From an optimization exercise on the open Yosys and OpenROAD flow, aimed at small area, a short achievable clock period and few clock cycles per item; shortcuts taken in it are not production practice. In this exercise RTL edits were held to simulation tests only and were not proved equivalent to the original.

$ cat design/flow/design.v
module multiplier_unit #(
    parameter DATA_WIDTH = 32
) (
    input  wire                      clk,
    input  wire                      rst_n,
    input  wire                      req,
    input  wire [2:0]                funct3,
    input  wire                      funct7_bit5,
    output reg                       ready,
    output reg                       valid,
    input  wire [DATA_WIDTH-1:0]     operand_a,
    input  wire [DATA_WIDTH-1:0]     operand_b,
    output reg  [DATA_WIDTH-1:0]     result
);
    reg s_idle, s_mul, s_mul9, s_neg, s_div, s_fix, s_done;
    reg  [2:0]  op;
    reg  [5:0]  cnt;
    reg         asign;       
    reg         sub;         
    reg  [32:0] P_hi;        
    reg  [31:0] P_lo;        
    reg  [32:0] M;           
    reg c1_one, c1_two, c1_neg;      
    reg c2_one, c2_two, c2_neg;      
    reg c2_lo, c2_hi;                
    wire f_div  = funct3[2];
    wire sa_mul = ~funct3[2] & ~(funct3[1] & funct3[0]);    
    wire sdv    = funct3[2] & ~funct3[0];                    
    wire sb     = (~funct3[2] & ~funct3[1]) | sdv;           
    wire neg_a  = sdv & operand_a[31];
    wire [36:0] Mx = {{4{M[32]}}, M};
    wire [36:0] A  = {{4{P_hi[32]}}, P_hi};
    wire [36:0] r1 = ({37{c1_one}} & Mx) | ({37{c1_two}} & {Mx[35:0], 1'b0});
    wire [36:0] r2 = ({37{c2_one}} & {Mx[34:0], 2'b0}) |
                     ({37{c2_two}} & {Mx[33:0], 3'b0}) |
                     ({37{c2_lo}}  & {5'b0, P_lo}) |
                     ({37{c2_hi}}  & {3'b0, P_hi, 1'b0});
    wire [36:0] r1x = r1 ^ {37{c1_neg}};
    wire [36:0] r2x = r2 ^ {37{c2_neg}};
    wire [36:0] cs_s = A ^ r1x ^ r2x;
    wire [36:0] cs_c = {(A[35:0] & r1x[35:0]) | (A[35:0] & r2x[35:0]) | (r1x[35:0] & r2x[35:0]), c1_neg};
    wire [36:0] S = cs_s + cs_c + {36'b0, c2_neg};
    wire        nb    = M[32];
    wire        t_neg = S[32];                        
    wire [31:0] X8    = {P_hi[24:0], P_lo[31:25]};
    wire [32:0] cmp   = {1'b0, X8} + r1x[32:0] + {32'b0, c1_neg};    
    wire        skip  = sub & (cnt >= 6'd9) & (P_hi[32:25] == 8'd0) & cmp[32];
    wire        last  = ~skip & (cnt == 6'd1);
    wire bz     = (M[31:0] == 32'd0);
    wire fixdiv = (asign ^ nb) & ~bz & ~op[0];        
    function [2:0] booth;    
        input [2:0] w;
        begin
            booth[2] = w[1] ^ w[0];
            booth[1] = (w[2] & ~w[1] & ~w[0]) | (~w[2] & w[1] & w[0]);
            booth[0] = w[2];
        end
    endfunction
    wire [2:0] bn0_ld = booth({operand_a[1:0], 1'b0});
    wire [2:0] bn1_ld = booth(operand_a[3:1]);
    wire [2:0] bn0    = booth(P_lo[5:3]);
    wire [2:0] bn1    = booth(P_lo[7:5]);
    wire mul_end = s_mul & (cnt == 6'd1);
    wire go_mul9 = mul_end & ~asign & P_lo[3];
    wire mulh_end = mul_end & ~go_mul9 & (op[1:0] != 2'b00);
    wire div_end = s_div & last;
    wire rem_end = div_end & op[1];
    wire go_fix  = div_end & (op[1] ? (asign | t_neg) : fixdiv);
    wire ld     = s_idle | s_done;
    wire dv_one = s_div & ~skip;                  
    wire h_skip = s_div & skip;
    wire [32:0] hi_nx = ({33{s_mul}}               & S[36:4]) |
                        ({33{rem_end}}             & S[32:0]) |
                        ({33{dv_one & ~last}}      & {S[31:0], P_lo[31]}) |
                        ({33{h_skip}}              & {P_hi[24:0], P_lo[31:24]});
    wire l_S = s_neg | s_fix | s_mul9 | rem_end;
    wire [31:0] lo_nx = ({32{ld}}                  & operand_a) |
                        ({32{s_mul & ~mulh_end}}   & {S[3:0], P_lo[31:4]}) |
                        ({32{mulh_end}}            & S[35:4]) |
                        ({32{l_S}}                 & S[31:0]) |
                        ({32{dv_one & ~rem_end}}   & {P_lo[30:0], ~t_neg}) |
                        ({32{h_skip}}              & {P_lo[23:0], 8'd0});
    wire [5:0] cnt_nx = ld ? (f_div ? 6'd33 : 6'd8) :
                        (cnt - (h_skip ? 6'd8 : {5'd0, s_mul | dv_one}));
    always @(posedge clk or negedge rst_n) begin
        if (!rst_n) begin
            s_idle <= 1'b1;
            s_mul  <= 1'b0;
            s_mul9 <= 1'b0;
            s_neg  <= 1'b0;
            s_div  <= 1'b0;
            s_fix  <= 1'b0;
            s_done <= 1'b0;
        end else begin
            s_idle <= (s_idle & ~req) | s_done;
            s_mul  <= (s_idle & req & ~f_div) | (s_mul & ~mul_end);
            s_mul9 <= go_mul9;
            s_neg  <= s_idle & req & neg_a;
            s_div  <= (s_idle & req & f_div & ~neg_a) | s_neg | (s_div & ~div_end);
            s_fix  <= go_fix;
            s_done <= (mul_end & ~go_mul9) | s_mul9 | (div_end & ~go_fix) | s_fix;
        end
    end
    always @(posedge clk) begin
        c1_one <= 1'b0; c1_two <= 1'b0; c1_neg <= 1'b0;
        c2_one <= 1'b0; c2_two <= 1'b0; c2_neg <= 1'b0;
        c2_lo  <= 1'b0; c2_hi  <= 1'b0;
        if (s_idle) begin
            if (f_div) begin
                c1_one <= ~neg_a;
                c1_neg <= ~(sb & operand_b[31]);
                c2_lo  <= neg_a;
                c2_neg <= neg_a;
            end else begin
                {c1_one, c1_two, c1_neg} <= bn0_ld;
                {c2_one, c2_two, c2_neg} <= bn1_ld;
            end
        end else if (s_mul) begin
            if (mul_end) begin
                c1_one <= go_mul9;
            end else begin
                {c1_one, c1_two, c1_neg} <= bn0;
                {c2_one, c2_two, c2_neg} <= bn1;
            end
        end else if (s_neg) begin
            c1_one <= 1'b1;
            c1_neg <= ~nb;
        end else if (s_div) begin
            if (~div_end) begin
                c1_one <= 1'b1;
                c1_neg <= (skip | ~t_neg) ^ nb;
            end else if (op[1]) begin
                c1_one <= t_neg;
                c1_neg <= t_neg & (asign ^ nb);
                c2_hi  <= asign;
                c2_neg <= asign;
            end else begin
                c2_lo  <= 1'b1;
                c2_neg <= 1'b1;
            end
        end
        sub <= ~s_div | skip | ~t_neg;
        if (ld) begin
            op     <= funct3;
            asign  <= (f_div ? sdv : sa_mul) & operand_a[31];
            M      <= {sb & operand_b[31], operand_b};
        end
        cnt  <= cnt_nx;
        P_hi <= hi_nx;
        P_lo <= lo_nx;
    end
    always @(*) begin
        ready  = s_idle;
        valid  = s_done;
        result = P_lo;
    end
endmodule
$ cat design/flow/config.mk
export PLATFORM = sky130hd
export DESIGN_NAME = multiplier_unit
export DESIGN_NICKNAME = multiplier_unit
export VERILOG_FILES = /design/flow/design.v
export SDC_FILE = /design/flow/constraint.sdc
export NUM_CORES = 4
export LEC_CHECK = 0
export CAP_MARGIN = 40
export CORE_MARGIN = 2
export CORE_UTILIZATION = 45
export SLEW_MARGIN = 40
$ cat design/flow/run.sh
#!/bin/bash
# synth_recipe.tcl (not shown) runs the flow's synth.tcl, then flattens the netlist and writes it again
# the make line also repeats each setting of config.mk as NAME=value (left out here)
make -C /OpenROAD-flow-scripts/flow DESIGN_CONFIG=/design/flow/config.mk WORK_HOME=/design/flow/orfs CLKGATE_MAP_FILE= SYNTH_SCRIPT=/design/flow/synth_recipe.tcl finish
$ cat design/flow/constraint.sdc
create_clock -name core_clock -period 15.0 [get_ports {clk}]
set_input_delay 3.0000 -clock core_clock [delete_from_list [all_inputs] [get_ports {clk}]]
set_output_delay 3.0000 -clock core_clock [all_outputs]
set_load 0.01 [all_outputs]
==> results.txt, run 1 <==
The net count of the finished layout is 1,409. The logs give 0 for the post-cts resize count and 0 for the number of antenna violations at the first check in global routing. The floorplan step set the die height to 158 um. The worst hold path terminates at cnt[2].

After floorplanning, the core was sized to cover 23,300 um2. Setup total negative slack on the finished layout was measured at 0 ns. Sequential cells were found to cover 26.9% of the synthesized design area. The logs give 0 for the max-slew violation count and 105 for the I/O pin count.

Setup repair after global routing left no endpoint under its margin. The startpoint identified for the worst hold timing path is cnt[2].

Across the routed clock network, the largest skew measured is 0.0139 ns. The number of H-tree branching levels was 4. The synthesized design devotes to its leading area cell type 15.1% of total area. Counting the buffers created by CTS gives 17. Ranked by instance count, the synthesized netlist is headed by sky130_fd_sc_hd__nand2_1 (104), sky130_fd_sc_hd__xnor2_1 (93), sky130_fd_sc_hd__dfxtp_1 (80).

The wire length after detailed routing was 40.6 mm. The cell accounting for the most synthesized area is sky130_fd_sc_hd__dfxtp_1. The floorplan step defined a die boundary enclosing 24,900 um2.

The startpoint type of the worst setup path was a register. Arrival time at the worst endpoint: 5.73 ns. The most frequent cell after synthesis was sky130_fd_sc_hd__nand2_1. Setup violations remaining at the end of the flow were counted as 0. The count of buffers added on input and output ports is 103. Average size of a mapped cell: 9.02 um2. Entering global routing, the biggest net connects 71 pins.

The logs give 9,617 for the number of global-route vias before repair and 45.5% for the initial core utilization. Once placement completed, the tool counted placed cells totaling 1,530. The number of antenna diodes in the final layout is 0. The headroom to the max-slew limit is 39.4%.

The run gives 0 as the count of endpoints failing hold in the final timing report. The most used flip-flop cell after synthesis is sky130_fd_sc_hd__dfxtp_1. When the netlist entered floorplanning its net count stood at 1,356. STA puts the critical path data required time at 15.27 ns.

The half-perimeter wire length after placement was 30.6 mm. For the number of DRC markers after the initial detailed-route iteration, the log shows 1,529. The flow ran to the end and the layout has no timing, DRC or antenna violations. The clock passes through at most 2 buffers.

In this run the cell area of the synthesized design comes to 10,600 um2. The overall global routing resource usage is 32.3%. The class of the worst hold path was reg -> reg.

In this run the critical register-to-register path is launched from c1_neg. After global routing the overflow that remains totals 0. Sorting the synthesized cells by area gives the leading types as sky130_fd_sc_hd__dfxtp_1 (15%), sky130_fd_sc_hd__edfxtp_1 (10%), sky130_fd_sc_hd__ha_1 (8.1%).

The first global-routing pass estimated 59.7 mm of wire. The fmax was 183 MHz. The finished layout holds 1,563 standard cells, fillers aside.

Measured in cells, the most critical reg-to-reg path has a length of 16. After detailed routing, the number of remaining DRC violations is 0. The root buffer cell chosen for the clock tree is sky130_fd_sc_hd__clkbuf_16.

Of all nets on the critical path, the largest fanout is 34. The total number of yosys warnings came out at 1. Max-cap violations in this run came to 0.

The cts-stage hold buffer count was 0; the number of vias after detailed routing was 10,500. The run gives 12 as the total iterations of the first detailed-routing run. After detailed routing, the number of vias per cell comes to 6.69. The run gives 83 as the number of distinct standard cells referenced by the synthesized netlist.

The share of synthesized flip-flops with an asynchronous set or reset is 5.69%. Total number of clock tree sinks: 123. Slew at the pin closest to its max-slew limit: 0.903 ns. The critical path is of the reg -> reg type.

TritonCTS built the clock tree. Clock transition at the registers of the reported paths: 0.07 ns. The share of post-route cells with drive strength above 1 works out to 6.75%. Synthesized instance count: 1,178.

The area growth from synthesis to layout is 17.7%. At the later pin of the worst-skew pair, clock insertion delay measures 0.42 ns. The site row count was 56.

The synthesized design contains 36 enable-type register cells. The synthesized flop and latch total came out at 123. Setup slack of the worst register-to-register path: 9.54 ns. The tools report the destination of the worst register-to-register timing path as s_done. Final weighted congestion in routability-driven placement: 0.938. The time the worst path needs with I/O delays and setup was 5.46 ns; the wire length per cell was 25.9 um.

The post-CTS setup repair buffer count is 0. In this run the horizontal extent of the chip is 158 um.

Of the available clock period, the critical path in the final layout requires 36.4%. Along the worst hold path, the cell count comes to 2. The worst setup path is captured at a register. The detail route stage leaves a number of antenna-violating nets equal to 0.
[state kept, by name (all words and copies together) (netlist names)]
name	count
P_lo	32
c1_one	1
c1_two	1
s_mul	1
c2_lo	1
M	33
s_mul9	1
sub	1
c2_hi	1
cnt	6
c2_one	1
s_neg	1
c2_neg	1
c1_neg	1
s_div	1
P_hi	33
s_idle	1
s_done	1
c2_two	1
s_fix	1
asign	1
op	2
[area by class of cell]
| cell class | instances | area, um2 |
|---|---|---|
| Multi-Input combinational cell | 919 | 7270 |
| Clock buffer | 19 | 454 |
| Sequential cell | 123 | 2860 |
| Fill cell | 2172 | 10800 |
| Clock inverter | 13 | 153 |
| Timing Repair Buffer | 120 | 1180 |
| Inverter | 50 | 188 |
| Tap cell | 319 | 399 |
[placed cells by master, fill, tap and decap left out, types with 36 or more instances in the layout]
master                            netlist  final
sky130_fd_sc_hd__a21oi_1               59     59
sky130_fd_sc_hd__a221oi_1              39     39
sky130_fd_sc_hd__a22o_1                54     54
sky130_fd_sc_hd__a22oi_1               59     59
sky130_fd_sc_hd__clkdlybuf4s50_1        0    103
sky130_fd_sc_hd__dfxtp_1               80     78
sky130_fd_sc_hd__edfxtp_1              36     36
sky130_fd_sc_hd__fa_1                  38     38
sky130_fd_sc_hd__ha_1                  69     69
sky130_fd_sc_hd__inv_1                 48     48
sky130_fd_sc_hd__nand2_1              104    104
sky130_fd_sc_hd__nand3_1               41     41
sky130_fd_sc_hd__nor2_1                52     49
sky130_fd_sc_hd__xnor2_1               93     90
[critical path: stages (launching register included)]
cell and delay [ns]:
sky130_fd_sc_hd__dfxtp_2 0.31, sky130_fd_sc_hd__buf_4 0.47, sky130_fd_sc_hd__inv_1 0.32, sky130_fd_sc_hd__xnor2_1 0.22, sky130_fd_sc_hd__fa_1 0.49, sky130_fd_sc_hd__inv_1 0.05, sky130_fd_sc_hd__fa_1 0.41, sky130_fd_sc_hd__fa_1 0.47
sky130_fd_sc_hd__nand2b_1 0.19, sky130_fd_sc_hd__a21o_1 0.25, sky130_fd_sc_hd__a2111oi_4 0.38, sky130_fd_sc_hd__nor2_1 0.18, sky130_fd_sc_hd__o211ai_2 0.42, sky130_fd_sc_hd__xor2_2 0.57, sky130_fd_sc_hd__nand2_1 0.15, sky130_fd_sc_hd__a22oi_1 0.25
sky130_fd_sc_hd__o211ai_1 0.16
[layer usage]
metal,up-vias,routed length [um],track usage (%)
met2,668,17200,47.5
met4,0,1640,13.1
met5,-,0,0.621
met1,5052,17500,46.0
li1,4641,-,-
met3,91,4210,6.82
[cell families (layout without fill, tap and decap cells)]
group           Yosys count  count (layout)  share of synthesized area [%]
compound gates          401             401                           29.5
simple gates            302             302                           14.0
buf+inv                 136             202                           5.21
flops                   123             123                           26.9
fa+ha+maj               107             107                           15.3
xor+xnor                106             106                           8.88
mux                       3               3                          0.283
[through the flow]
stage	hold WS (ns)	area [um2]	utilization, %	setup WS, ns
global placement	0.487	11800	50.7	9.64
global route	0.541	12500	53.6	9.35
floorplan	0.452	10600	-	10.56
finish	0.507	12500	53.6	9.54
CTS	0.513	12500	53.4	9.57
detailed placement	0.482	11900	50.8	9.61
[worst max-delay path by stage]
stage	start	to	slack (ns)	cells after the start
after floorplan	c2_neg	P_hi[29]	10.56	16
after global placement	c1_neg	s_done	9.64	16
after detailed placement	c1_neg	s_done	9.61	16
after CTS	c1_neg	s_done	9.57	16
after global routing	c1_neg	s_done	9.35	16
final	c1_neg	s_done	9.54	16
Testbench counts, summed over its fixed seeds: cycles 26,822, ops 2,400.
==> run 2: changes to the inputs <==
==> design/flow/flow/run.sh (new file) <==
#!/bin/bash
# The standard layout (the standard.sh, unchanged synthesis), with
# repair_timing asked to leave extra setup slack so that the layout is
# optimised below the (loose) constraint period. The SDC is not changed.
set -o pipefail
bash standard.sh SETUP_SLACK_MARGIN=10.4 finish > standard.log 2>&1
==> design/flow/standard.sh (new file) <==
#!/bin/bash
# synth_recipe.tcl (not shown) runs the flow's synth.tcl, then flattens the netlist and writes it again
# the make line also repeats each setting of config.mk as NAME=value (left out here)
make -C /OpenROAD-flow-scripts/flow DESIGN_CONFIG=/design/flow/config.mk WORK_HOME=/design/flow/orfs CLKGATE_MAP_FILE= SYNTH_SCRIPT=/design/flow/synth_recipe.tcl "${@:-finish}"
--- a/design/flow/config.mk
+++ b/design/flow/config.mk
@@ -5,7 +5,7 @@
 export SDC_FILE = /design/flow/constraint.sdc
 export NUM_CORES = 4
 export LEC_CHECK = 0
-export CAP_MARGIN = 40
+export CAP_MARGIN = 20
 export CORE_MARGIN = 2
 export CORE_UTILIZATION = 45
-export SLEW_MARGIN = 40
+export SLEW_MARGIN = 20
removed: design/flow/run.sh
==> results.txt, run 2 <==
Leaving out fill and tap cells, the most frequent cells in the layout are sky130_fd_sc_hd__nand2_1 (104), sky130_fd_sc_hd__clkdlybuf4s50_1 (103), sky130_fd_sc_hd__xnor2_1 (89). The final weighted congestion in routability-driven placement is 0.938 (unchanged), and the fraction of post-synthesis cell area in the top cell type by area is 15.1% (unchanged). The number of distinct standard cells referenced by the synthesized netlist was 83 (unchanged).

Among all flip-flop cells after synthesis, the most frequent one is sky130_fd_sc_hd__dfxtp_1. Count of endpoints failing hold in the final timing report: 0 (unchanged). The run gives 26.9% (unchanged) as the sequential area share after synthesis. The area of the mapped netlist was 10,600 um2 (unchanged). The headroom to the max-slew limit was 21.5% (-18 points). The flow ran to the end and the layout has no timing, DRC or antenna violations. The total number of yosys warnings is 1 (unchanged).

The half-perimeter wire length after placement was 30.6 mm (-0.12%); the critical-path maximum fanout was 5 (-85%). The largest incremental delay on the critical path was 0.62 ns (+0.05 ns). Leaving out fill and tap cells, the most frequent cell in the layout is sky130_fd_sc_hd__nand2_1. The total iterations of the first detailed-routing run is 6 (-6), and the slew at the pin closest to its max-slew limit is 1.17 ns (+0.270 ns). The cell area after layout is 12,900 um2 (+3.2%). For the max-cap check violation count, the log shows 0 (unchanged).

Category of cells accounting for the largest share of critical-path delay: buffers and inverters. The die width is 158 um (unchanged).

The worst hold path begins at cnt[2]. The kind of critical path was reg -> out. The largest net degree at the start of global routing was 71 (unchanged). For the overall die area, the log shows 24,900 um2 (unchanged). For the number of antenna cells inserted, the log shows 0 (unchanged). The tools report the site row count as 56 (unchanged). The time the worst path needs with I/O delays and setup is 4.59 ns (-0.873 ns). The biggest area contributor in the post-synthesis netlist is sky130_fd_sc_hd__dfxtp_1.

The share of post-route cells with drive strength above 1 came out at 11.0% (+4.3 points). The critical path goes through clkdlybuf4s50_1. The cts-stage hold buffer count is 0 (unchanged), and the max-slew violation count is 0 (unchanged). The footprint of the flip-flops and latches was 2880 um2 (+0.79%). Setup repair after global routing left no endpoint under its margin. The number of buffer cells added on primary ports came out at 103 (unchanged). The clock transition at the registers of the reported paths was 0.06 ns (about the same); the number of remaining DRC errors was 0 (unchanged).

For the final worst clock skew, the log shows 0.0105 ns (-0.00340 ns).

The logs give 32.9% (+0.64 points) for the overall global routing resource usage and 12.00 ns (-3.27 ns) for the endpoint required time on the critical path. By area the synthesized netlist is led by sky130_fd_sc_hd__dfxtp_1 (15%), sky130_fd_sc_hd__edfxtp_1 (10%), sky130_fd_sc_hd__ha_1 (8.1%). The number of H-tree branching levels is 4 (unchanged). Launching point of the worst reg2reg path: M[0]. The number of DRC markers after the initial detailed-route iteration is 1,482 (-3.1%). The average via count per standard cell is 6.69 (+0.10%). Fmax: 218 MHz (+19%).

From synthesis to final layout, the design area changed by 21.6%. The count of flip-flops with a built-in enable after synthesis works out to 36 (unchanged). For the total number of clock tree sinks, the log shows 123 (unchanged). Element type at the critical path end: a primary output. The tightest min-delay check is of the reg -> reg type. The vertical die dimension was 158 um (unchanged). The setup slack of the worst register-to-register path is 10.48 ns (+0.94 ns). The tools report the remaining antenna violation count after routing as 0 (unchanged). The tools report the wire length of the first global-routing pass as 60.5 mm (+1.3%). The arrival time at the worst endpoint came out at 1.59 ns (-4.14 ns). The wire length per cell is 26.6 um (+2.4%).

TritonCTS built the clock tree. The wire length after detailed routing is 41.9 mm (+3.4%). Tracing the worst setup path back leads to its startpoint at P_lo[20].

The clock insertion delay at the later pin of the skew report is 0.43 ns (about the same), and the number of fill cells in the layout is 2,131 (-1.9%). The total nets after synthesis was 1,356 (unchanged). The startpoint type of the worst setup path is a register.

The initial core utilization came out at 45.5% (unchanged). The total setup violations reported at the end of the flow is 0 (unchanged). The synthesized instance count was 1,178 (unchanged). The area occupied by multi-input gates is 7430 um2 (+2.1%), and the share of synthesized flip-flops with an asynchronous set or reset is 5.69% (unchanged).

The number of antenna violations at the first check in global routing is 0 (unchanged). The number of CTS-inserted buffers was 17 (unchanged); the synthesized flop and latch total was 123 (unchanged). Post-placement cell area: 11,800 um2 (-0.32%). The cell depth of the worst flop-to-flop path came out at 14 (-2). The buffer levels on the longest clock path was 2 (unchanged).

The average size of a mapped cell is 9.02 um2 (unchanged). The number of cells traversed by the worst hold path was 2 (unchanged); the I/O pin count was 105 (unchanged). The global-route congestion overflow total came out at 0 (unchanged). The number of logic stages on the critical path including buffering was 1 (-15); the placeable core region was 23,300 um2 (unchanged).

The largest registers in the layout are M: 33 flops, P_hi: 33 flops, P_lo: 32 flops. The commonest cells after synthesis are sky130_fd_sc_hd__nand2_1 (104), sky130_fd_sc_hd__xnor2_1 (93), sky130_fd_sc_hd__dfxtp_1 (80). The number of vias after detailed routing is 10,600 (+1.1%), and the combined buffer and inverter count along the critical path is 1 (-2). The final critical-path share of the clock period works out to 30.6% (-5.8 points).

The number of nets in the finished design was 1,424 (+1.1%). For the number of global-route vias before repair, the log shows 9,711 (+0.98%). Sum of negative setup slack: 0 ns (unchanged). Among all stages on the critical path, the largest delay is contributed by sky130_fd_sc_hd__clkdlybuf4s50_1. Clock tree synthesis selected as its root buffer the cell sky130_fd_sc_hd__clkbuf_16. The most common cell in the synthesized netlist is sky130_fd_sc_hd__nand2_1.
-- run 2: worst min-delay path, stage by stage, from the launching register on --
cell	delay, ns
sky130_fd_sc_hd__dfxtp_1	0.33
sky130_fd_sc_hd__nand2b_1	0.08
sky130_fd_sc_hd__a21oi_1	0.06
-- run 2: what timing repair did --
| item | in CTS | in global routing |
|---|---|---|
| setup endpoints to repair | 56 | 51 |
| cloned | 1 | 2 |
| resized for setup | 29 | 38 |
| buffers inserted | 9 | 4 |
| pin swaps | 9 | 12 |
-- run 2: cells by family after synthesis --
| family | after synthesis | synth area share [%] |
|---|---|---|
| muxes | 3 | 0.283 |
| adders and majority gates | 107 | 15.3 |
| xor gates and xnor gates | 106 | 8.88 |
| and+or+nand+nor | 302 | 14.0 |
| buffers and inverters | 136 | 5.21 |
| AOI/OAI and AO/OA | 401 | 29.5 |
| DFF | 123 | 26.9 |
-- run 2: metal layers --
metal  track usage, %  up-vias  part of all wire, %
met5                0        -                    0
met4             14.8        0                  4.6
met3             8.38      106                   11
met2             48.4      638                   43
met1             45.5     5149                   42
li1                 -     4670                    -
-- run 2: final cells by class --
cell class | instances | area share, %
Clock buffer | 19 | 3.52
Clock inverter | 13 | 1.19
Inverter | 50 | 1.48
Multi-Input combinational cell | 919 | 57.5
Sequential cell | 123 | 22.3
Tap cell | 319 | 3.09
Timing Repair Buffer | 135 | 10.9
-- run 2: final timing paths --
path                         endpoint
max in group asynchronous      s_idle
max                        result[20]
max reg2reg                  P_lo[12]
min                            cnt[2]
min in group asynchronous       s_div
min reg2reg                    cnt[2]
-- run 2: stage by stage --
| step | utilization, % | hold WS [ns] | worst slack, ns | cells |
|---|---|---|---|---|
| detailed placement | 50.7 | 0.491 | 9.62 | 1530 |
| global route | 55.4 | 0.542 | 10.37 | 1578 |
| floorplan | - | 0.452 | 10.56 | 1178 |
| finish | 55.4 | 0.512 | 10.41 | 1578 |
| global placement | 50.7 | 0.487 | 9.64 | 1530 |
| CTS | 54.3 | 0.510 | 10.40 | 1572 |
==> run 3: changes to the inputs <==
==> design/flow/flow/run.sh (replaced) <==
#!/bin/bash
# The standard layout (the standard.sh, unchanged synthesis), with
# repair_timing asked to leave extra setup slack so that the layout is
# optimised below the (loose) constraint period. The SDC is not changed.
set -o pipefail
bash standard.sh SETUP_SLACK_MARGIN=10.6 finish > standard.log 2>&1
--- a/design/flow/config.mk
+++ b/design/flow/config.mk
@@ -5,6 +5,7 @@
 export SDC_FILE = /design/flow/constraint.sdc
 export NUM_CORES = 4
 export LEC_CHECK = 0
+export ABC_AREA = 1
 export CAP_MARGIN = 20
 export CORE_MARGIN = 2
 export CORE_UTILIZATION = 45
==> results.txt, run 3 <==
The run finished with no timing, DRC or antenna violations. TritonCTS built the clock tree. Grouping stages by cell kind, the critical path spends the most delay in buffers and inverters. The endpoint required time on the critical path was 12.00 ns (about the same). The logs give 0.0121 ns (+0.00160 ns) for the final worst clock skew and 59 (-17%) for the largest net degree at the start of global routing.

Among all stages on the critical path, the largest delay is contributed by sky130_fd_sc_hd__clkdlybuf4s50_1. The overall global routing resource usage is 33.2% (+0.29 points), and the slew at the pin closest to its max-slew limit is 1.02 ns (-0.150 ns).

The initial core utilization is 45.9% (+0.36 points), and the largest incremental delay on the critical path is 0.56 ns (-0.06 ns). The final worst setup slack came out at 10.60 ns (+0.192 ns). The clock transition at the registers of the reported paths came out at 0.06 ns (about the same). The remaining antenna violation count after routing was 0 (unchanged). The tools report the total number of yosys warnings as 1 (unchanged).

In the synthesized netlist, the cells that appear most often are sky130_fd_sc_hd__nand2_1 (286), sky130_fd_sc_hd__inv_1 (182), sky130_fd_sc_hd__xor2_1 (93). The average via count per standard cell is 6.13 (-8.4%).

The cell sitting at the root of the clock tree is a sky130_fd_sc_hd__clkbuf_16. The worst min-delay path startpoint was cnt[2]. For the wire length of the first global-routing pass, the log shows 63.9 mm (+5.7%). The final weighted congestion in routability-driven placement is 0.991 (+5.7%), and the time the worst path needs with I/O delays and setup is 4.40 ns (-0.192 ns).

The number of global-route vias before repair was 10,600 (+8.9%). The footprint of the flip-flops and latches was 2940 um2 (+1.9%); the number of H-tree branching levels was 4 (unchanged). The number of antenna violations at the first check in global routing was 0 (unchanged). The number of logic stages on the critical path including buffering works out to 1 (unchanged).

The average size of a mapped cell came out at 7.77 um2 (-14%). Number of cells traversed by the worst hold path: 2 (unchanged). For the synthesized instance count, the log shows 1,386 (+18%). The count of flip-flops with a built-in enable after synthesis was 36 (unchanged).

The largest registers in the layout are M: 33 flops, P_hi: 33 flops, P_lo: 32 flops. For the wire length after detailed routing, the log shows 43.3 mm (+3.2%). The count of endpoints failing hold in the final timing report is 0 (unchanged), and the area occupied by multi-input gates is 7200 um2 (-3.0%). The number of distinct standard cells referenced by the synthesized netlist is 62 (-25%).

The cell accounting for the most synthesized area is sky130_fd_sc_hd__dfxtp_1. The total nets after synthesis came out at 1,564 (+15%). By startpoint and endpoint, the worst setup path is classified as reg -> out. Share of synthesized flip-flops with an asynchronous set or reset: 5.69% (unchanged). The critical-path maximum fanout was 4 (-1). Traced cell by cell, the critical path runs through clkdlybuf4s50_1. The die width works out to 159 um (+0.68%). The clock insertion delay at the later pin of the skew report was 0.42 ns (about the same).

The number of fill cells in the layout is 2,208 (+3.6%). The post-placement worst setup slack is 9.86 ns (+0.240 ns). For the arrival time at the worst endpoint, the log shows 1.40 ns (-0.19 ns). The max-slew violation count was 0 (unchanged). Sequential area share after synthesis: 26.5% (-0.37 points). Total number of clock tree sinks: 123 (unchanged). The number of vias after detailed routing came out at 11,200 (+6.0%). The number of nets in the finished design was 1,672 (+17%).

The global-route congestion overflow total came out at 0 (unchanged). The cell depth of the worst flop-to-flop path was 18 (+4).

Final critical-path share of the clock period: 29.3% (-1.3 points). The combined buffer and inverter count along the critical path works out to 1 (unchanged). In this run the worst hold path is classified as reg -> reg. Buffer levels on the longest clock path: 2 (unchanged). The sum of negative setup slack was 0 ns (unchanged). Ranked by total cell area, the synthesized netlist is headed by sky130_fd_sc_hd__dfxtp_1 (15%), sky130_fd_sc_hd__edfxtp_1 (10%), sky130_fd_sc_hd__nand2_1 (10%). The fmax is 227 MHz (+4.4%), and the area added between synthesis and finish is 23.7%. The overall die area is 25,200 um2 (+1.4%), and the vertical die dimension is 159 um (+0.68%). The wire length per cell works out to 23.7 um (-11%). The startpoint identified for the worst register-to-register timing path is c2_two. The number of CTS-inserted buffers came out at 17 (unchanged). The share of post-route cells with drive strength above 1 came out at 12.1% (+1.1 points).

The number of DRC markers after the initial detailed-route iteration is 1,460 (-1.5%). Site row count: 56 (unchanged). Yosys instantiated no cell more often than sky130_fd_sc_hd__nand2_1. The logs give 0 (unchanged) for the max-cap check violation count and 10,800 um2 (+1.4%) for the area of the mapped netlist.

The cts-stage hold buffer count came out at 0 (unchanged). Setup repair after global routing could not meet its margin everywhere. The run gives 23,500 um2 (+0.60%) as the placeable core region. Half-perimeter wire length after placement: 32.2 mm (+5.1%). The I/O pin count is 105 (unchanged). The fraction of post-synthesis cell area in the top cell type by area is 14.9% (-0.21 points), and the total setup violations reported at the end of the flow is 0 (unchanged).

The number of buffer cells added on primary ports is 103 (unchanged). The number of antenna cells inserted was 0 (unchanged); the headroom to the max-slew limit was 31.6% (+10 points). The top cell types in the final layout, fill and taps aside, are sky130_fd_sc_hd__nand2_1 (279), sky130_fd_sc_hd__inv_1 (178), sky130_fd_sc_hd__a21oi_1 (85). The number of remaining DRC errors is 0 (unchanged).

Leaving out fill and tap cells, the most frequent cell in the layout is sky130_fd_sc_hd__nand2_1. The synthesized flop and latch total came out at 123 (unchanged). Critical path startpoint: P_lo[16]. The total iterations of the first detailed-routing run is 6 (unchanged). The worst setup path is captured at a primary output. Among all flip-flop cells after synthesis, the most frequent one is sky130_fd_sc_hd__dfxtp_1. The tools report the startpoint type of the worst setup path as a register.
==> run 3: changes by cell type after synthesis, moves of 13 or more <==
cell                        previous run  this run
sky130_fd_sc_hd__a21oi_1              59        88
sky130_fd_sc_hd__a221o_1              27         0
sky130_fd_sc_hd__a222oi_1             29         0
sky130_fd_sc_hd__a22o_1               54         1
sky130_fd_sc_hd__a22oi_1              59        15
sky130_fd_sc_hd__clkbuf_1             62        31
sky130_fd_sc_hd__inv_1                48       182
sky130_fd_sc_hd__nand2_1             104       286
sky130_fd_sc_hd__o2111ai_1             3        16
sky130_fd_sc_hd__o21ai_0              33        59
sky130_fd_sc_hd__o22ai_1               3        69
sky130_fd_sc_hd__xnor2_1              93         8
sky130_fd_sc_hd__xor2_1               11        93
==> run 3: cell type report <==
cell class / instances / share of cell area, %
sequential: 123 / 22.1
timing repair buffer: 134 / 10.4
clock inverter: 15 / 1.60
inverter: 192 / 5.55
timing repair inverter: 3 / 0.169
tap: 319 / 3.00
multi-input combinational: 1023 / 54.0
clock buffer: 17 / 3.19
==> run 3: per-layer routing <==
layer / vias to the layer above / part of all wire, % / global-route usage (%)
met5: - / 0 / 0
met4: 0 / 4.0 / 12.6
met3: 116 / 13 / 7.24
met2: 763 / 41 / 48.4
met1: 5251 / 42 / 47.9
li1: 5064 / - / -
==> run 3: timing repair <==
action | 4_1_cts | 5_1_grt
cloned | 4 | 1
setup endpoints to repair | 96 | 69
buffers inserted | 13 | 11
pin swaps | 2 | 4
resized for setup | 77 | 52
==> run 3: cell families after synthesis <==
| group | Yosys count | synth area share [%] |
|---|---|---|
| AND/OR/NAND/NOR | 442 | 17.8 |
| AO/OA/AOI/OAI | 371 | 23.2 |
| buffers and inverters | 241 | 8.97 |
| flip-flops | 123 | 26.5 |
| adder cells (fa/ha/maj) | 107 | 15.1 |
| XOR/XNOR | 102 | 8.47 |
==> run 3: path summary, 6_finish.rpt <==
| kind | end | slack, ns |
|---|---|---|
| setup / recovery | result[16] | 10.60 |
| hold / removal | cnt[2] | 0.48 |
| setup reg to reg | P_lo[11] | 10.74 |
| hold reg to reg | cnt[2] | 0.48 |
| max in group asynchronous | s_idle | 11.85 |
| min in group asynchronous | s_div | 2.85 |
==> run 3: stage by stage <==
| stage | area (um2) | util [%] | hold WS (ns) | instances |
|---|---|---|---|---|
| floorplan | 10800 | - | 0.443 | 1386 |
| global placement | 12000 | 51.2 | 0.455 | 1765 |
| detailed placement | 12000 | 51.2 | 0.463 | 1765 |
| CTS | 13000 | 55.2 | 0.483 | 1814 |
| global route | 13300 | 56.8 | 0.502 | 1826 |
| finish | 13300 | 56.8 | 0.481 | 1826 |
==> run 4: changes to the inputs <==
==> design/flow/flow/run.sh (replaced) <==
#!/bin/bash
# The standard layout (the standard.sh, unchanged synthesis), with
# repair_timing asked to leave extra setup slack so that the layout is
# optimised below the (loose) constraint period. The SDC is not changed.
set -o pipefail
bash standard.sh SETUP_SLACK_MARGIN=10.8 finish > standard.log 2>&1
--- a/design/flow/config.mk
+++ b/design/flow/config.mk
@@ -5,7 +5,6 @@
 export SDC_FILE = /design/flow/constraint.sdc
 export NUM_CORES = 4
 export LEC_CHECK = 0
-export ABC_AREA = 1
 export CAP_MARGIN = 20
 export CORE_MARGIN = 2
 export CORE_UTILIZATION = 45
==> results.txt, run 4 <==
The tools report the area of the mapped netlist as 10,600 um2 (-1.4%). Class of the worst hold path: reg -> reg. The tools report the number of antenna violations at the first check in global routing as 0 (unchanged).

The signal on the critical path passes through buf_12 > nand2_4 > xnor2_2 > fa_1 > inv_2 > fa_2 > fa_2 > nand2b_4 > a21o_4 > a2111oi_4 > buf_4 > nor2_4 > o211ai_4 > buf_12 > xor2_4 > buf_4 > a22o_1 > a221o_1. The time the worst path needs with I/O delays and setup came out at 4.41 ns (+0.0155 ns). The area added between synthesis and finish came out at 31.7%. The global-route congestion overflow total is 0 (unchanged). The number of CTS-inserted buffers is 17 (unchanged).

The largest registers in the layout are M: 33 flops, P_hi: 33 flops, P_lo: 32 flops. The largest incremental delay on the critical path works out to 0.53 ns (-0.03 ns). The worst setup path is captured at a register.

The wire length after detailed routing came out at 44.0 mm (+1.6%). The initial core utilization is 45.5% (-0.36 points). The number of global-route vias before repair came out at 10,000 (-5.4%).

The flow ran to the end and the layout has no timing, DRC or antenna violations. The number of antenna cells inserted came out at 0 (unchanged). The half-perimeter wire length after placement is 30.5 mm (-5.1%). The tools report the final worst clock skew as 0.0139 ns (+0.00181 ns). The fraction of post-synthesis cell area in the top cell type by area is 15.1% (+0.21 points), and the number of nets in the finished design is 1,461 (-13%).

The run gives 1 (unchanged) as the total number of yosys warnings. The cell accounting for the most synthesized area is sky130_fd_sc_hd__dfxtp_1. For the cts-stage hold buffer count, the log shows 0 (unchanged). The run gives 0 ns (unchanged) as the sum of negative setup slack. The cell depth of the worst flop-to-flop path is 18 (unchanged). Clock transition at the registers of the reported paths: 0.06 ns (about the same).

The average size of a mapped cell was 9.02 um2 (+16%). CTS placed an instance of sky130_fd_sc_hd__clkbuf_16 at the clock tree root. The run gives 8 (+2) as the total iterations of the first detailed-routing run. The worst min-delay path startpoint was s_done. The wire length of the first global-routing pass came out at 62.7 mm (-1.9%).

The most frequent cell after synthesis is sky130_fd_sc_hd__nand2_1. TritonCTS built the clock tree. Number of distinct standard cells referenced by the synthesized netlist: 83 (+34%). The critical-path maximum fanout is 8 (+4).

The number of DRC markers after the initial detailed-route iteration is 1,675 (+15%), and the wire length per cell is 27.2 um (+15%). Final weighted congestion in routability-driven placement: 0.916 (-7.6%). Count of endpoints failing hold in the final timing report: 0 (unchanged).

The max-slew violation count was 0 (unchanged). The clock insertion delay at the later pin of the skew report was 0.43 ns (about the same). The synthesized flop and latch total was 123 (unchanged); the final critical-path share of the clock period was 29.4% (+0.10 points). The number of remaining DRC errors is 0 (unchanged), and the total nets after synthesis is 1,356 (-13%).

Most common cell after layout, fill and taps aside: sky130_fd_sc_hd__nand2_1. The largest net degree at the start of global routing was 71 (+20%). In the synthesized netlist, the cells that appear most often are sky130_fd_sc_hd__nand2_1 (104), sky130_fd_sc_hd__xnor2_1 (93), sky130_fd_sc_hd__dfxtp_1 (80).

The arrival time at the worst endpoint came out at 4.73 ns (+3.33 ns). The slew at the pin closest to its max-slew limit is 0.919 ns (-0.104 ns), and the max-cap check violation count is 0 (unchanged). For the post-route core utilization, the log shows 60.0% (+3.2 points). The average via count per standard cell is 6.83 (+11%). For this run, the leading register cell type out of synthesis is sky130_fd_sc_hd__dfxtp_1. The share of post-route cells with drive strength above 1 was 21.1% (+8.9 points); the sequential area share after synthesis was 26.9% (+0.37 points).

The number of H-tree branching levels is 4 (unchanged). The tools report the end point of the most critical hold path as s_idle. Setup repair after global routing could not meet its margin everywhere. The buffer levels on the longest clock path is 2 (unchanged), and the count of flip-flops with a built-in enable after synthesis is 36 (unchanged).

The cell area after layout was 14,000 um2 (+5.0%). The site row count is 56 (unchanged). The run gives 105 (unchanged) as the I/O pin count. The setup path with the least slack is of type reg -> reg. The setup slack of the worst register-to-register path was 10.59 ns (-0.15 ns); the endpoint required time on the critical path was 15.32 ns (+3.32 ns). By area the synthesized netlist is led by sky130_fd_sc_hd__dfxtp_1 (15%), sky130_fd_sc_hd__edfxtp_1 (10%), sky130_fd_sc_hd__ha_1 (8.1%).

The number of vias after detailed routing was 11,000 (-1.5%); the placeable core region was 23,300 um2 (-0.60%). The run gives 1,178 (-15%) as the synthesized instance count. The cell with the largest stage delay on the worst path is sky130_fd_sc_hd__fa_1. The total setup violations reported at the end of the flow was 0 (unchanged); the vertical die dimension was 158 um (-0.68%). The headroom to the max-slew limit is 38.6% (+7.0 points), and the overall global routing resource usage is 34.2% (+0.92 points).

The kind of cell with the highest combined delay along the critical path is compound AO/OA/AOI/OAI gates. The overall die area is 24,900 um2 (-1.3%). The worst register-to-register path begins at c2_lo. In this run the critical register-to-register path is captured at P_hi[28]. The library cells used most frequently in the layout, excluding fill and tap cells, are sky130_fd_sc_hd__nand2_1 (97), sky130_fd_sc_hd__xnor2_1 (77), sky130_fd_sc_hd__clkdlybuf4s50_1 (69).

The die width was 158 um (-0.68%); the fmax was 227 MHz (-0.35%). The combined buffer and inverter count along the critical path is 5 (+4), and the total number of clock tree sinks is 123 (unchanged). The startpoint type of the worst setup path is a register.

The number of buffer cells added on primary ports is 103 (unchanged), and the remaining antenna violation count after routing is 0 (unchanged). The run gives 11,800 um2 (-1.5%) as the post-placement cell area. The share of synthesized flip-flops with an asynchronous set or reset is 5.69% (unchanged).

The number of cells traversed by the worst hold path came out at 1 (-1).
run 4: changes by cell type in the layout (fill, tap and decap cells not counted), moves of 38 or more:
cell	change
sky130_fd_sc_hd__nand2_1	-182
sky130_fd_sc_hd__inv_1	-132
sky130_fd_sc_hd__xor2_1	-75
sky130_fd_sc_hd__xnor2_1	+70
sky130_fd_sc_hd__o22ai_1	-66
sky130_fd_sc_hd__a22o_1	+53
sky130_fd_sc_hd__a22oi_1	+38
run 4: logic make-up after synthesis:
kind of cell,synth area share [%]
AOI/OAI and AO/OA,29.5
adders and majority gates,15.3
DFF,26.9
buffers and inverters,5.21
muxes,0.283
xor gates and xnor gates,8.88
and+or+nand+nor,14.0
run 4: area by class of cell:
class | count | area, um2
multi-input combinational | 919 | 8080
timing repair buffer | 172 | 1770
clock inverter | 13 | 131
clock buffer | 19 | 454
tap | 319 | 399
sequential | 123 | 2970
inverter | 50 | 191
fill | 2031 | 9340
run 4: worst reg2reg max path, cell delays in order (launching register included):
cell and delay [ns]:
sky130_fd_sc_hd__dfxtp_4 0.45, sky130_fd_sc_hd__buf_12 0.17, sky130_fd_sc_hd__nand2_4 0.07, sky130_fd_sc_hd__xnor2_2 0.14
sky130_fd_sc_hd__fa_1 0.53, sky130_fd_sc_hd__inv_2 0.04, sky130_fd_sc_hd__fa_2 0.40, sky130_fd_sc_hd__fa_2 0.36
sky130_fd_sc_hd__nand2b_4 0.16, sky130_fd_sc_hd__a21o_4 0.23, sky130_fd_sc_hd__a2111oi_4 0.42, sky130_fd_sc_hd__buf_4 0.20
sky130_fd_sc_hd__nor2_4 0.06, sky130_fd_sc_hd__o211ai_4 0.20, sky130_fd_sc_hd__buf_12 0.16, sky130_fd_sc_hd__xor2_4 0.11
sky130_fd_sc_hd__buf_4 0.15, sky130_fd_sc_hd__a22o_1 0.21, sky130_fd_sc_hd__a221o_1 0.25
run 4: routing by layer:
layer | track usage, % | part of all wire (%) | vias to the layer above
met2 | 49.1 | 43 | 810
met5 | 0 | 0 | -
li1 | - | - | 4744
met4 | 18.0 | 5.4 | 0
met1 | 49.1 | 41 | 5343
met3 | 5.53 | 11 | 127
run 4: what timing repair did:
action | CTS | global route
pin swaps | 32 | 53
cloned | 2 | 4
buffers inserted | 24 | 23
resized for setup | 181 | 90
setup endpoints to repair | 102 | 57
run 4: through the flow:
step                setup slack [ns]  cells  hold WS [ns]
global route                   10.50   1615         0.516
CTS                            10.59   1588         0.505
global placement                9.68   1530         0.487
detailed placement              9.71   1530         0.479
finish                         10.59   1615         0.509
floorplan                      10.85   1178         0.452
run 4: worst max-delay path by stage:
stage                       from  endpoint  slack [ns]  cells after the start
after CTS                   M[0]  P_lo[30]       10.59                     16
after floorplan           c2_neg  P_hi[29]       10.85                     16
after global routing       c2_lo  P_hi[28]       10.50                     16
final                      c2_lo  P_hi[28]       10.59                     18
after global placement    c1_neg    s_done        9.68                     16
after detailed placement  c1_neg    s_done        9.71                     16
==> run 5: changes to the inputs <==
--- a/design/flow/design.v
+++ b/design/flow/design.v
@@ -22,7 +22,7 @@
     reg  [32:0] M;           
     reg c1_one, c1_two, c1_neg;      
     reg c2_one, c2_two, c2_neg;      
-    reg c2_lo, c2_hi;                
+    reg c2_lo;                       
     wire f_div  = funct3[2];
     wire sa_mul = ~funct3[2] & ~(funct3[1] & funct3[0]);    
     wire sdv    = funct3[2] & ~funct3[0];                    
@@ -33,8 +33,7 @@
     wire [36:0] r1 = ({37{c1_one}} & Mx) | ({37{c1_two}} & {Mx[35:0], 1'b0});
     wire [36:0] r2 = ({37{c2_one}} & {Mx[34:0], 2'b0}) |
                      ({37{c2_two}} & {Mx[33:0], 3'b0}) |
-                     ({37{c2_lo}}  & {5'b0, P_lo}) |
-                     ({37{c2_hi}}  & {3'b0, P_hi, 1'b0});
+                     ({37{c2_lo}}  & {5'b0, P_lo});
     wire [36:0] r1x = r1 ^ {37{c1_neg}};
     wire [36:0] r2x = r2 ^ {37{c2_neg}};
     wire [36:0] cs_s = A ^ r1x ^ r2x;
@@ -70,7 +69,6 @@
     wire dv_one = s_div & ~skip;                  
     wire h_skip = s_div & skip;
     wire [32:0] hi_nx = ({33{s_mul}}               & S[36:4]) |
-                        ({33{rem_end}}             & S[32:0]) |
                         ({33{dv_one & ~last}}      & {S[31:0], P_lo[31]}) |
                         ({33{h_skip}}              & {P_hi[24:0], P_lo[31:24]});
     wire l_S = s_neg | s_fix | s_mul9 | rem_end;
@@ -104,7 +102,7 @@
     always @(posedge clk) begin
         c1_one <= 1'b0; c1_two <= 1'b0; c1_neg <= 1'b0;
         c2_one <= 1'b0; c2_two <= 1'b0; c2_neg <= 1'b0;
-        c2_lo  <= 1'b0; c2_hi  <= 1'b0;
+        c2_lo  <= 1'b0;
         if (s_idle) begin
             if (f_div) begin
                 c1_one <= ~neg_a;
@@ -132,7 +130,7 @@
             end else if (op[1]) begin
                 c1_one <= t_neg;
                 c1_neg <= t_neg & (asign ^ nb);
-                c2_hi  <= asign;
+                c2_lo  <= 1'b1;
                 c2_neg <= asign;
             end else begin
                 c2_lo  <= 1'b1;
==> design/flow/flow/run.sh (replaced) <==
#!/bin/bash
# The standard layout (the standard.sh, unchanged synthesis), with
# repair_timing asked to leave extra setup slack so that the layout is
# optimised below the (loose) constraint period. The SDC is not changed.
set -o pipefail
bash standard.sh SETUP_SLACK_MARGIN=10.4 finish > standard.log 2>&1
==> results.txt, run 5 <==
The time the worst path needs with I/O delays and setup is 4.57 ns (+0.151 ns). The cell with the largest stage delay on the worst path is sky130_fd_sc_hd__clkdlybuf4s50_1. The logs give 23,800 um2 (-4.3%) for the overall die area and 1 (unchanged) for the total number of yosys warnings. The site row count is 54 (-3.6%), and the max-cap check violation count is 0 (unchanged). The count of endpoints failing hold in the final timing report is 0 (unchanged), and the number of H-tree branching levels is 4 (unchanged). The critical path is of the reg -> out type. The critical-path maximum fanout was 5 (-3); the number of CTS-inserted buffers was 17 (unchanged).

The setup slack of the worst register-to-register path is 10.57 ns (-0.02 ns), and the cell depth of the worst flop-to-flop path is 17 (-1). The logs give 39.0 mm (-11%) for the wire length after detailed routing and 1.57 ns (-3.16 ns) for the arrival time at the worst endpoint. The number of DRC markers after the initial detailed-route iteration came out at 1,492 (-11%).

The run gives 46.3% (+0.73 points) as the initial core utilization. The logs give 12.00 ns (-3.32 ns) for the endpoint required time on the critical path and 0 (unchanged) for the global-route congestion overflow total. The share of post-route cells with drive strength above 1 is 11.5% (-9.6 points). The tools report the destination of the worst register-to-register timing path as c1_neg. Grouping stages by cell kind, the critical path spends the most delay in buffers and inverters.

Final worst clock skew: 0.0134 ns (-0.000518 ns). The number of distinct standard cells referenced by the synthesized netlist is 87 (+4.8%). TritonCTS built the clock tree. The tools report the launching point of the worst reg2reg path as c1_neg. For the number of fill cells in the layout, the log shows 1,980 (-2.5%). The min-delay analysis places its worst path in the category reg -> reg. The tree is rooted in a sky130_fd_sc_hd__clkbuf_16. The clock transition at the registers of the reported paths was 0.07 ns (about the same).

The wire length per cell works out to 26.3 um (-3.5%).

The cell accounting for the most synthesized area is sky130_fd_sc_hd__dfxtp_1. Slew at the pin closest to its max-slew limit: 1.20 ns (+0.283 ns). The overall global routing resource usage came out at 31.9% (-2.2 points). The number of nets in the finished design was 1,368 (-6.4%). The largest incremental delay on the critical path is 0.62 ns (+0.09 ns), and the number of vias after detailed routing is 9,825 (-11%). For the number of antenna cells inserted, the log shows 0 (unchanged). The tools report the total number of clock tree sinks as 122 (-0.81%). Leaving out fill and tap cells, the most frequent cells in the layout are sky130_fd_sc_hd__clkdlybuf4s50_1 (103), sky130_fd_sc_hd__nand2_1 (95), sky130_fd_sc_hd__xnor2_1 (87).

The run gives 1,113 (-5.5%) as the synthesized instance count. The sum of negative setup slack was 0 ns (unchanged); the synthesized flop and latch total was 122 (-0.81%). The I/O pin count was 105 (unchanged); the number of cells traversed by the worst hold path was 2 (+1). Most common cell after layout, fill and taps aside: sky130_fd_sc_hd__clkdlybuf4s50_1. The most instantiated flip-flop cell in the synthesis netlist is sky130_fd_sc_hd__dfxtp_1.

The half-perimeter wire length after placement came out at 28.8 mm (-5.6%). Clock insertion delay at the later pin of the skew report: 0.43 ns (about the same).

The run gives 0 (unchanged) as the number of remaining DRC errors. The combined buffer and inverter count along the critical path came out at 1 (-4). By count the netlist is led by sky130_fd_sc_hd__nand2_1 (95), sky130_fd_sc_hd__xnor2_1 (93), sky130_fd_sc_hd__dfxtp_1 (79). The startpoint type of the worst setup path is a register.

Vertical die dimension: 154 um (-2.2%). The fmax was 219 MHz (-3.3%). STA classifies the critical path endpoint as a primary output. The run gives 0 (unchanged) as the remaining antenna violation count after routing.

In the final layout, the registers with the most flip-flops are M: 33 flops, P_hi: 33 flops, P_lo: 32 flops. The average via count per standard cell was 6.63 (-2.9%); the sequential area share after synthesis was 27.9% (+1.0 points). For the max-slew violation count, the log shows 0 (unchanged).

The largest net degree at the start of global routing was 72 (+1.4%); the wire length of the first global-routing pass was 57.1 mm (-8.9%). The cts-stage hold buffer count is 0 (unchanged). Total iterations of the first detailed-routing run: 9 (+1).

Traced cell by cell, the critical path runs through clkdlybuf4s50_1. The number of global-route vias before repair came out at 9,355 (-6.5%). The number of antenna violations at the first check in global routing is 0 (unchanged). Among all cell types in the netlist, the one instantiated most often is sky130_fd_sc_hd__nand2_1.

The number of buffer cells added on primary ports was 103 (unchanged); the die width was 154 um (-2.2%). The fraction of post-synthesis cell area in the top cell type by area works out to 15.6% (+0.49 points). Yosys attributes the largest share of cell area to sky130_fd_sc_hd__dfxtp_1 (16%), sky130_fd_sc_hd__edfxtp_1 (11%), sky130_fd_sc_hd__ha_1 (8.5%). The share of synthesized flip-flops with an asynchronous set or reset works out to 5.74% (+0.047 points). Setup repair after global routing could not meet its margin everywhere. The final weighted congestion in routability-driven placement is 0.971 (+6.0%), and the final critical-path share of the clock period is 30.4% (+1.0 points). The run gives 10,200 um2 (-4.4%) as the area of the mapped netlist.

The run finished with no timing, DRC or antenna violations. Buffer levels on the longest clock path: 2 (unchanged). For the total setup violations reported at the end of the flow, the log shows 0 (unchanged). The placeable core region was 22,000 um2 (-5.9%).

The count of flip-flops with a built-in enable after synthesis came out at 36 (unchanged). The total nets after synthesis was 1,291 (-4.8%). The path with the worst hold slack has its endpoint at cnt[2].

For the headroom to the max-slew limit, the log shows 19.8% (-19 points). Compared with the post-synthesis result, the final layout area differs by 21.2%. The worst min-delay path startpoint is cnt[2].

The average size of a mapped cell is 9.13 um2 (+1.2%).
[run 5: cell count changes after synthesis, sizes merged, moves of 11 or more]
cell    change
a22o       -48
a221oi     -31
o21ai      +29
nand3      -24
a22oi      +16
a222oi     +12
a21oi      +11
[run 5: routing by layer]
| layer | wire length (um) | up-vias | global-route usage [%] | part of all wire, % |
|---|---|---|---|---|
| met5 | 0 | - | 0 | 0 |
| met4 | 1290 | 0 | 10.7 | 3.3 |
| met3 | 3760 | 95 | 6.89 | 9.6 |
| met2 | 17500 | 592 | 49.6 | 45 |
| met1 | 16400 | 4754 | 44.4 | 42 |
| li1 | - | 4384 | - | - |
[run 5: cell type report]
cell class                 instances  area [um2]  share of cell area (%)
multi-input combinational        865        6990                    56.7
sequential                       122        2860                    23.3
tap                              280         350                    2.84
inverter                          54         205                    1.67
timing repair buffer             130        1320                    10.7
clock inverter                    14         160                    1.30
clock buffer                      18         429                    3.48
[run 5: repair_timing]
action	4_1_cts	5_1_grt
setup buffers	2	13
cloned	0	2
gates resized for setup	33	38
pin swaps	2	22
endpoints found under the setup margin	60	70
[run 5: cells by family (layout without fill, tap and decap cells)]
kind of cell	after synthesis	count (layout)	synth area share (%)
adders and majority gates	107	107	16.0
and+or+nand+nor	260	260	12.9
buffers and inverters	126	216	5.60
xor gates and xnor gates	112	112	9.73
AOI/OAI and AO/OA	385	385	27.8
DFF	122	122	27.9
muxes	1	1	0.0985
[run 5: through the flow]
step	area [um2]	hold slack, ns	util, %	std cells	worst slack (ns)
after floorplan	10200	0.459	-	1113	10.52
after global placement	11300	0.476	51.2	1434	9.76
after detailed placement	11300	0.482	51.2	1434	9.75
after CTS	12000	0.495	54.7	1468	10.41
after global routing	12300	0.515	56.1	1483	10.38
final	12300	0.491	56.1	1483	10.43
[run 5: worst max-delay path by stage]
stage          startpoint          to  slack [ns]  cells after the start
2_1_floorplan      c1_neg       s_fix       10.52                     16
3_3_place_gp       c2_two    P_lo[25]        9.76                     13
3_5_place_dp       c2_two    P_lo[25]        9.75                     13
4_1_cts           P_lo[4]   result[4]       10.41                      1
5_1_grt            c1_two      cnt[5]       10.38                     17
6_report         P_lo[24]  result[24]       10.43                      1
Testbench counts of run 5, summed over its fixed seeds: cycles 26,822, ops 2,400.
==> run 6: changes to the inputs <==
==> design/flow/flow/run.sh (replaced) <==
#!/bin/bash
# The standard layout (the standard.sh, unchanged synthesis), with
# repair_timing asked to leave extra setup slack so that the layout is
# optimised below the (loose) constraint period. The SDC is not changed.
set -o pipefail
bash standard.sh SETUP_SLACK_MARGIN=10.5 finish > standard.log 2>&1
--- a/design/flow/config.mk
+++ b/design/flow/config.mk
@@ -5,6 +5,7 @@
 export SDC_FILE = /design/flow/constraint.sdc
 export NUM_CORES = 4
 export LEC_CHECK = 0
+export ABC_AREA = 1
 export CAP_MARGIN = 20
 export CORE_MARGIN = 2
 export CORE_UTILIZATION = 45
==> results.txt, run 6 <==
The share of synthesized flip-flops with an asynchronous set or reset works out to 5.74% (unchanged). The category of cells accounting for the largest share of critical-path delay is buffers and inverters. The run gives 1.50 ns (-0.07 ns) as the arrival time at the worst endpoint.

The post-placement cell area was 11,400 um2 (+1.3%); the area of the mapped netlist was 10,200 um2 (about the same). Relative to the synthesized area, the layout overhead comes to 24.5%. The run gives 105 (unchanged) as the I/O pin count. The sequential area share after synthesis is 28.0% (about the same). The final critical-path share of the clock period is 30.0% (-0.46 points), and the final cell count without fillers is 1,711 (+15%). The top cell types in the final layout, fill and taps aside, are sky130_fd_sc_hd__nand2_1 (246), sky130_fd_sc_hd__inv_1 (174), sky130_fd_sc_hd__clkdlybuf4s50_1 (102).

The largest incremental delay on the critical path is 0.59 ns (-0.03 ns). The tools report the buffer levels on the longest clock path as 2 (unchanged). The library cell used most frequently in the layout, excluding fill and tap cells, is sky130_fd_sc_hd__nand2_1.

The fmax was 222 MHz (+1.5%). The endpoint required time on the critical path was 12.00 ns (about the same); the average via count per standard cell was 6.10 (-7.9%). The logs give 0 (unchanged) for the number of antenna violations at the first check in global routing and 1,187 (-20%) for the number of DRC markers after the initial detailed-route iteration. The number of cells after detailed placement came out at 1,647 (+15%). The most instantiated flip-flop cell in the synthesis netlist was sky130_fd_sc_hd__dfxtp_1. The synthesized flop and latch total was 122 (unchanged); the xor/xnor cell area share of the yosys netlist was 8.88% (-0.85 points). The max-slew violation count was 0 (unchanged); the sum of negative setup slack was 0 ns (unchanged). The total number of clock tree sinks was 122 (unchanged). The largest total area in the synthesized netlist belongs to sky130_fd_sc_hd__dfxtp_1. The average size of a mapped cell is 7.80 um2 (-15%). The path class of the tightest hold or removal check is reg -> reg. The total number of yosys warnings is 1 (unchanged). The critical path goes through clkdlybuf4s50_1. By area, the combinational part of the netlist is dominated by compound AO/OA/AOI/OAI gates. The overall die area came out at 23,800 um2 (about the same).

The placeable core region was 22,000 um2 (unchanged). TritonCTS built the clock tree. The tools report the final worst setup slack as 10.50 ns (+0.0690 ns).

The buffer cell driving the clock tree root is sky130_fd_sc_hd__clkbuf_16. Most frequent cell after synthesis: sky130_fd_sc_hd__nand2_1. The portion of netlist area occupied by mux cells is 0% (-0.099 points), and the simple logic cell fraction of the synthesized area is 16.1% (+3.2 points). The slew at the pin closest to its max-slew limit is 1.06 ns (-0.147 ns). Total iterations of the first detailed-routing run: 6 (-3). The kind of critical path is reg -> out.

The number of global-route vias before repair came out at 9,798 (+4.7%). The combined buffer and inverter count along the critical path is 1 (unchanged). The slowest stage of the critical path belongs to the cell sky130_fd_sc_hd__clkdlybuf4s50_1. The number of buffer cells added on primary ports works out to 103 (unchanged). The tools report the cell area after layout as 12,600 um2 (+2.7%). The run gives 32.9% (+0.94 points) as the overall global routing resource usage. The tools report the clock insertion delay at the later pin of the skew report as 0.44 ns (about the same). Count of flip-flops with a built-in enable after synthesis: 36 (unchanged). The worst setup path is captured at a primary output. The number of fill cells in the layout is 2,090 (+5.6%), and the final worst clock skew is 0.0125 ns (-0.000917 ns). For the total setup violations reported at the end of the flow, the log shows 0 (unchanged).

Setup repair after global routing left no endpoint under its margin. Fraction of post-synthesis cell area in the top cell type by area: 15.6% (about the same). The run gives 58.4 mm (+2.2%) as the wire length of the first global-routing pass. The logs give 0 (unchanged) for the number of remaining DRC errors and 0 (unchanged) for the count of endpoints failing hold in the final timing report. For the total nets after synthesis, the log shows 1,480 (+15%). The share of synthesized cell area in full adder, half adder and majority cells came out at 16.0% (about the same). The logs give 0.964 (-0.78%) for the final weighted congestion in routability-driven placement and 10,400 (+6.2%) for the number of vias after detailed routing. Ranked by total cell area, the synthesized netlist is headed by sky130_fd_sc_hd__dfxtp_1 (16%), sky130_fd_sc_hd__edfxtp_1 (11%), sky130_fd_sc_hd__nand2_1 (9.2%).

Startpoint type of the worst setup path: a register. The number of antenna cells inserted was 0 (unchanged); the remaining antenna violation count after routing was 0 (unchanged). The largest registers in the layout are M: 33 flops, P_hi: 33 flops, P_lo: 32 flops. The wire length per cell came out at 23.2 um (-12%). The share of post-route cells with drive strength above 1 was 9.99% (-1.5 points).

The number of CTS-inserted buffers was 17 (unchanged). For the initial core utilization, the log shows 46.2% (about the same). For the number of distinct standard cells referenced by the synthesized netlist, the log shows 52 (-40%). The die width works out to 154 um (about the same). The vertical die dimension was 154 um (about the same). The compound-cell area share of the yosys netlist works out to 22.2% (-5.5 points).

For the post-placement worst setup slack, the log shows 10.03 ns (+0.278 ns). In the synthesized netlist, the cells that appear most often are sky130_fd_sc_hd__nand2_1 (249), sky130_fd_sc_hd__inv_1 (180), sky130_fd_sc_hd__xor2_1 (84). The number of H-tree branching levels was 4 (unchanged). The critical-path maximum fanout is 4 (-1), and the max-cap check violation count is 0 (unchanged). The largest net degree at the start of global routing is 57 (-21%). The run gives 0 (unchanged) as the global-route congestion overflow total.

The site row count is 54 (unchanged), and the clock transition at the registers of the reported paths is 0.06 ns (about the same). The tools report the synthesized instance count as 1,302 (+17%). The wire length after detailed routing was 39.7 mm (+2.0%). The flow ran to the end and the layout has no timing, DRC or antenna violations. The time the worst path needs with I/O delays and setup came out at 4.50 ns (-0.0690 ns). The run gives 31.3 mm (+8.5%) as the half-perimeter wire length after placement.

The headroom to the max-slew limit was 29.4% (+9.6 points). The tools report the number of nets in the finished design as 1,596 (+17%).
## run 6: area by class of cell
type,count,area [um2],share of cell area (%)
Multi-Input combinational cell,947,6670,52.7
Sequential cell,122,2850,22.5
Timing Repair Buffer,137,1410,11.1
Inverter,188,733,5.80
Clock buffer,18,429,3.39
Tap cell,280,350,2.77
Clock inverter,14,174,1.38
Timing Repair inverter,5,37.5,0.297
## run 6: timing repair
action	4_1_cts	5_1_grt
endpoints found under the setup margin	65	66
resized for setup	29	52
setup buffers	9	16
pin swaps	1	5
cloned	5	2
hold buffers	0	0
## run 6: per-layer routing
metal	wire length [um]	share of wire [%]	global-route usage (%)	vias up
met2	17100	43	48.6	647
li1	-	-	-	4739
met5	0	0	0	-
met1	16900	43	47.7	4959
met4	1460	3.7	12.2	0
met3	4220	11	6.36	90
## run 6: cells by family after synthesis
| logic type | count (synthesis) |
|---|---|
| xor gates and xnor gates | 103 |
| adders and majority gates | 107 |
| AOI/OAI and AO/OA | 345 |
| DFF | 122 |
| and+or+nand+nor | 392 |
| buffers and inverters | 233 |
## run 6: metrics by stage
stage | util [%] | hold slack (ns)
after floorplan | - | 0.443
after global placement | 51.9 | 0.465
after detailed placement | 51.9 | 0.475
after CTS | 55.7 | 0.485
after global routing | 57.6 | 0.514
final | 57.6 | 0.479
## run 6: path summary, 6_finish.rpt
kind,start,to,slack (ns),cells after the start
max in group asynchronous,rst_n,s_idle,11.87,1
worst min register to register,cnt[4],cnt[4],0.48,1
worst max register to register,c2_two,P_lo[30],10.60,15
worst max-delay path,P_lo[30],result[30],10.50,1
worst min-delay path,cnt[4],cnt[4],0.48,1
min in group asynchronous,rst_n,s_neg,2.83,1

## separate check: timing with driven ports
The flow's constraints put no driver on any port. The routed layouts listed below were extracted and timed again, unchanged, in two steps.
Step 1 (the two cells are an assumption about what drives the block):
set clk [get_ports {clk}]
set_driving_cell -lib_cell sky130_fd_sc_hd__clkbuf_16 $clk
set_driving_cell -lib_cell sky130_fd_sc_hd__buf_2 [delete_from_list [all_inputs] $clk]
Step 2 adds t to the input delays and takes it off the output delays; t is the mean of the earliest and latest rising clock arrival at the registers after step 1. Input paths then give back, and output paths get back, about the clock's delay inside the block.
Three values: ideal ports, drivers, drivers and shift; two values: the first two.
| run | shift t [ns] | setup slack, ns | cell pins on the clock port's net |
|---|---|---|---|
| run 1 | 0.465 | 9.536 / 9.536 / 9.536 | 1 |
| run 2 | 0.469 | 10.409 / 10.363 / 10.399 | 1 |
| run 3 | 0.462 | 10.601 / 10.556 / 10.352 | 1 |
| run 4 | 0.476 | 10.585 / 10.585 / 10.439 | 1 |
| run 5 | 0.470 | 10.434 / 10.388 / 10.506 | 1 |
| run 6 | 0.475 | 10.503 / 10.458 / 10.290 | 1 |
After both steps every run listed still meets setup and hold. For run 3, which loses most, drivers alone change the setup slack by -0.045 ns; drivers and shift together by -0.249 ns.
